This design comes from an exercise in tuning for small area and a short achievable clock period on the open sky130 flow, not from production work.
The RTL was checked by simulation tests, not by an equivalence proof against the original design.
Power figures rest on the tool's default switching activity, not on a simulated workload.

==> flow/design.v (excerpt) <==
module solution (
    input clk,
    input rst,
    input row_valid,
    input [281:0] row_data,
    output [63:0] splitters_hit,
    output done
);
For scale: roughly 1100 cells after synthesis, ~350 I/O pins, ~12000 sq um of cells after synthesis.
clock: 100.0 ns
lec_check: 0
cap_margin: 20
core_margin: 2
core_utilization: 80
cts_buf_list: sky130_fd_sc_hd__clkbuf_4 sky130_fd_sc_hd__clkbuf_8
slew_margin: 20
synth_hierarchical: 1
synth_minimum_keep_size: 0
buffer_ports_args: -buffer_cell sky130_fd_sc_hd__buf_1
skip_repair_tie_fanout: 1
cts_args: -sink_clustering_enable -repair_clock_nets -dont_use_dummy_load -buf_list {sky130_fd_sc_hd__clkbuf_4 sky130_fd_sc_hd__clkbuf_8}
standard.sh (not shown) runs the stock make flow with config.mk's settings and CLKGATE_MAP_FILE= SYNTH_SCRIPT=/design/flow/synth_recipe.tcl, a recipe that flattens the netlist after the stock synthesis.
==> flow/flow/run.sh <==
#!/bin/bash
# Own layout flow: the standard flow, with
#  - the column cell bs_col mapped by hand (flow/bs_col_cells.v) before flattening,
#  - flow/extra.mk appended to config.mk (port buffer cell).
set -euo pipefail
cd "$(dirname "$0")/.."
W=$PWD
cat flow/extra.mk >> config.mk
# synthesis: the standard flow's script, with the hand-mapped bs_col read over the synthesized one
awk -v f="$W/flow/bs_col_cells.v" '{print} /source .*synth.tcl/ {print "read_verilog -overwrite " f}' \
  synth_recipe.tcl > my_synth.tcl
grep -q "read_verilog -overwrite" my_synth.tcl
sed "s#SYNTH_SCRIPT=[^ ]*#SYNTH_SCRIPT=$W/my_synth.tcl#" standard.sh > my_standard.sh
grep -q "my_synth.tcl" my_standard.sh
bash my_standard.sh ${FLOW_TARGET:-finish} > make_finish.log 2>&1
==> flow/flow/bs_col_cells.v <==
// bs_col and bs_take (see rtl/solution.v) mapped by hand to sky130_fd_sc_hd cells.
//
// bs_col:
// nhit = ~(a & c0 & ~c1 & take)
// src  = ~c0 & ~ntake & c1
// nk   = ~((a & nhit) | src)
// d    = ~((nk & nhl & nhr) | rst)
module bs_col (
    input a, input c0, input c1, input take, input ntake, input rst,
    input nhl, input nhr,
    output nhit, output d
);
    wire src, nk;
    sky130_fd_sc_hd__nand4b_1 g_hit (.A_N(c1), .B(c0), .C(a), .D(take), .Y(nhit));
    sky130_fd_sc_hd__nor3b_1 g_src (.A(c0), .B(ntake), .C_N(c1), .Y(src));
    sky130_fd_sc_hd__a21oi_1 g_keep (.A1(a), .A2(nhit), .B1(src), .Y(nk));
    sky130_fd_sc_hd__a31oi_1 g_d (.A1(nk), .A2(nhl), .A3(nhr), .B1(rst), .Y(d));
endmodule

// bs_take:
// take = row_valid & running & ~rst, ntake = ~take, rst_l = ~rst_cn
module bs_take (input row_valid, input running, input rst, input rst_cn,
                output take, output ntake, output rst_l);
    sky130_fd_sc_hd__and3b_2 g_take (.A_N(rst), .B(running), .C(row_valid), .X(take));
    sky130_fd_sc_hd__inv_1 g_ntake (.A(take), .Y(ntake));
    sky130_fd_sc_hd__inv_2 g_rst (.A(rst_cn), .Y(rst_l));
endmodule

// bs_inv: an inverter
module bs_inv (input i, output o);
    sky130_fd_sc_hd__inv_2 g_inv (.A(i), .Y(o));
endmodule
==> flow/flow/extra.mk <==
# port buffers: the smallest buffer
export BUFFER_PORTS_ARGS = -buffer_cell sky130_fd_sc_hd__buf_1
# one tie cell per constant
export SKIP_REPAIR_TIE_FANOUT = 1
# clock tree: no dummy loads (they only balance the tree's levels)
export CTS_ARGS = -sink_clustering_enable -repair_clock_nets -dont_use_dummy_load -buf_list {sky130_fd_sc_hd__clkbuf_4 sky130_fd_sc_hd__clkbuf_8}
The first run ran to the end with no violations.
Change:
==> flow/flow/extra.mk (replaced) <==
# port buffers: the smallest buffer
export BUFFER_PORTS_ARGS = -buffer_cell sky130_fd_sc_hd__buf_1
# one tie cell per constant
export SKIP_REPAIR_TIE_FANOUT = 1
# clock tree: no dummy loads (they only balance the tree's levels)
export CTS_ARGS = -sink_clustering_enable -repair_clock_nets -dont_use_dummy_load -buf_list {sky130_fd_sc_hd__clkbuf_16} -root_buf sky130_fd_sc_hd__clkbuf_16
Settings changed: CORE_UTILIZATION 80 to 65, CTS_ARGS -sink_clustering_enable -repair_clock_nets -dont_use_dummy_load -buf_list {sky130_fd_sc_hd__clkbuf_4 sky130_fd_sc_hd__clkbuf_8} to -sink_clustering_enable -repair_clock_nets -dont_use_dummy_load -buf_list {sky130_fd_sc_hd__clkbuf_16} -root_buf sky130_fd_sc_hd__clkbuf_16.
The changed run completed with no timing, DRC or antenna violations. Setup slack gains 0.10 ns. Routed wire length goes down by 13%. Total power goes up by 11%.
Change:
--- a/flow/flow/run.sh
+++ b/flow/flow/run.sh
@@ -1,6 +1,9 @@
 #!/bin/bash
-# Own layout flow: the standard flow, with
-#  - the column cell bs_col mapped by hand (flow/bs_col_cells.v) before flattening,
-#  - flow/extra.mk appended to config.mk (port buffer cell).
+# Own layout flow: the standard flow (standard.sh, synth_recipe.tcl), with
+#  - bs_col, bs_take and bs_inv mapped to cells by hand (flow/bs_col_cells.v), read over
+#    their synthesized versions before the design is flattened,
+#  - flow/extra.mk appended to config.mk: buf_1 port buffers, one tie cell per constant,
+#    no dummy clock-tree loads.
+# The make output goes to make_finish.log; each ORFS step logs to orfs/logs/.
 set -euo pipefail
 cd "$(dirname "$0")/.."
==> flow/flow/extra.mk (replaced) <==
# port buffers: the smallest buffer
export BUFFER_PORTS_ARGS = -buffer_cell sky130_fd_sc_hd__buf_1
# one tie cell per constant
export SKIP_REPAIR_TIE_FANOUT = 1
# clock tree: no dummy loads (they only balance the tree's levels)
export CTS_ARGS = -sink_clustering_enable -repair_clock_nets -dont_use_dummy_load -buf_list {sky130_fd_sc_hd__clkbuf_4 sky130_fd_sc_hd__clkbuf_8}
Settings changed: CTS_ARGS -sink_clustering_enable -repair_clock_nets -dont_use_dummy_load -buf_list {sky130_fd_sc_hd__clkbuf_16} -root_buf sky130_fd_sc_hd__clkbuf_16 to -sink_clustering_enable -repair_clock_nets -dont_use_dummy_load -buf_list {sky130_fd_sc_hd__clkbuf_4 sky130_fd_sc_hd__clkbuf_8}.
Cell area is lower slightly.
Via count hardly moves.
Setup slack barely changes.
Combinational power stays flat.
Utilization decreases by 1.1 points.
Wire length is lower slightly.
Non-clock buffer count is unchanged.
Sequential power is about the same.
Change:
--- a/flow/flow/bs_col_cells.v
+++ b/flow/flow/bs_col_cells.v
@@ -2,6 +2,7 @@
 //
 // bs_col:
-// nhit = ~(a & c0 & ~c1 & take)
-// src  = ~c0 & ~ntake & c1
+// nc1  = ~c1
+// nhit = ~(a & c0 & nc1 & take)
+// src  = ~(c0 | ntake | nc1)
 // nk   = ~((a & nhit) | src)
 // d    = ~((nk & nhl & nhr) | rst)
@@ -11,7 +12,8 @@
     output nhit, output d
 );
-    wire src, nk;
-    sky130_fd_sc_hd__nand4b_1 g_hit (.A_N(c1), .B(c0), .C(a), .D(take), .Y(nhit));
-    sky130_fd_sc_hd__nor3b_1 g_src (.A(c0), .B(ntake), .C_N(c1), .Y(src));
+    wire nc1, src, nk;
+    sky130_fd_sc_hd__inv_1 g_nc1 (.A(c1), .Y(nc1));
+    sky130_fd_sc_hd__nand4_1 g_hit (.A(a), .B(c0), .C(nc1), .D(take), .Y(nhit));
+    sky130_fd_sc_hd__nor3_1 g_src (.A(c0), .B(ntake), .C(nc1), .Y(src));
     sky130_fd_sc_hd__a21oi_1 g_keep (.A1(a), .A2(nhit), .B1(src), .Y(nk));
     sky130_fd_sc_hd__a31oi_1 g_d (.A1(nk), .A2(nhl), .A3(nhr), .B1(rst), .Y(d));
Effect: Utilization rose by 0.95 points; design area fell by 1.4%; die area shrinks by 1.5%; worst setup slack is worse by 0.11 ns; synthesized cell count increases by 13%; power increases by 0.46%; via count climbs by 6.4%; clock power increases by about 1%; routed wire length rose by 0.76%; non-clock buffer count stays the same; final cell count went up by 8.5%.

what the ideal ports hide:
In the flow no input, the clock included, has a driving cell. The finished layouts below were timed again as built, in two steps. Step 1, drivers: a clkbuf_16 drives clk and a buf_2 each remaining input, both assumed. Step 2 adds t to the input delays and takes it off the output delays; t is the mean of the earliest and latest rising clock arrival at the registers after step 1. Input paths then give back, and output paths get back, about the clock's delay inside the block. Slacks: no drivers / after step 1 / after step 2; pairs: no drivers / after step 1.
run	shift t [ns]	setup WS [ns]	worst setup path at the end	latest minus earliest clock arrival (ns)	worst data-port slew with drivers (ns)
the first run	0.512	75.969 / 75.974 / 75.462	input to register	0.022 / 0.023	0.13
the second run	0.473	76.073 / 76.083 / 75.610	input to register	0.018 / 0.018	0.10
the third run	0.493	76.076 / 76.072 / 75.579	input to register	0.027 / 0.028	0.10
the fourth run	0.495	75.971 / 75.969 / 75.473	input to register	0.027 / 0.027	0.07
After both steps every run listed still meets setup and hold. For the first run, which loses most, drivers alone change the setup slack by +0.005 ns; drivers and shift together by -0.507 ns.
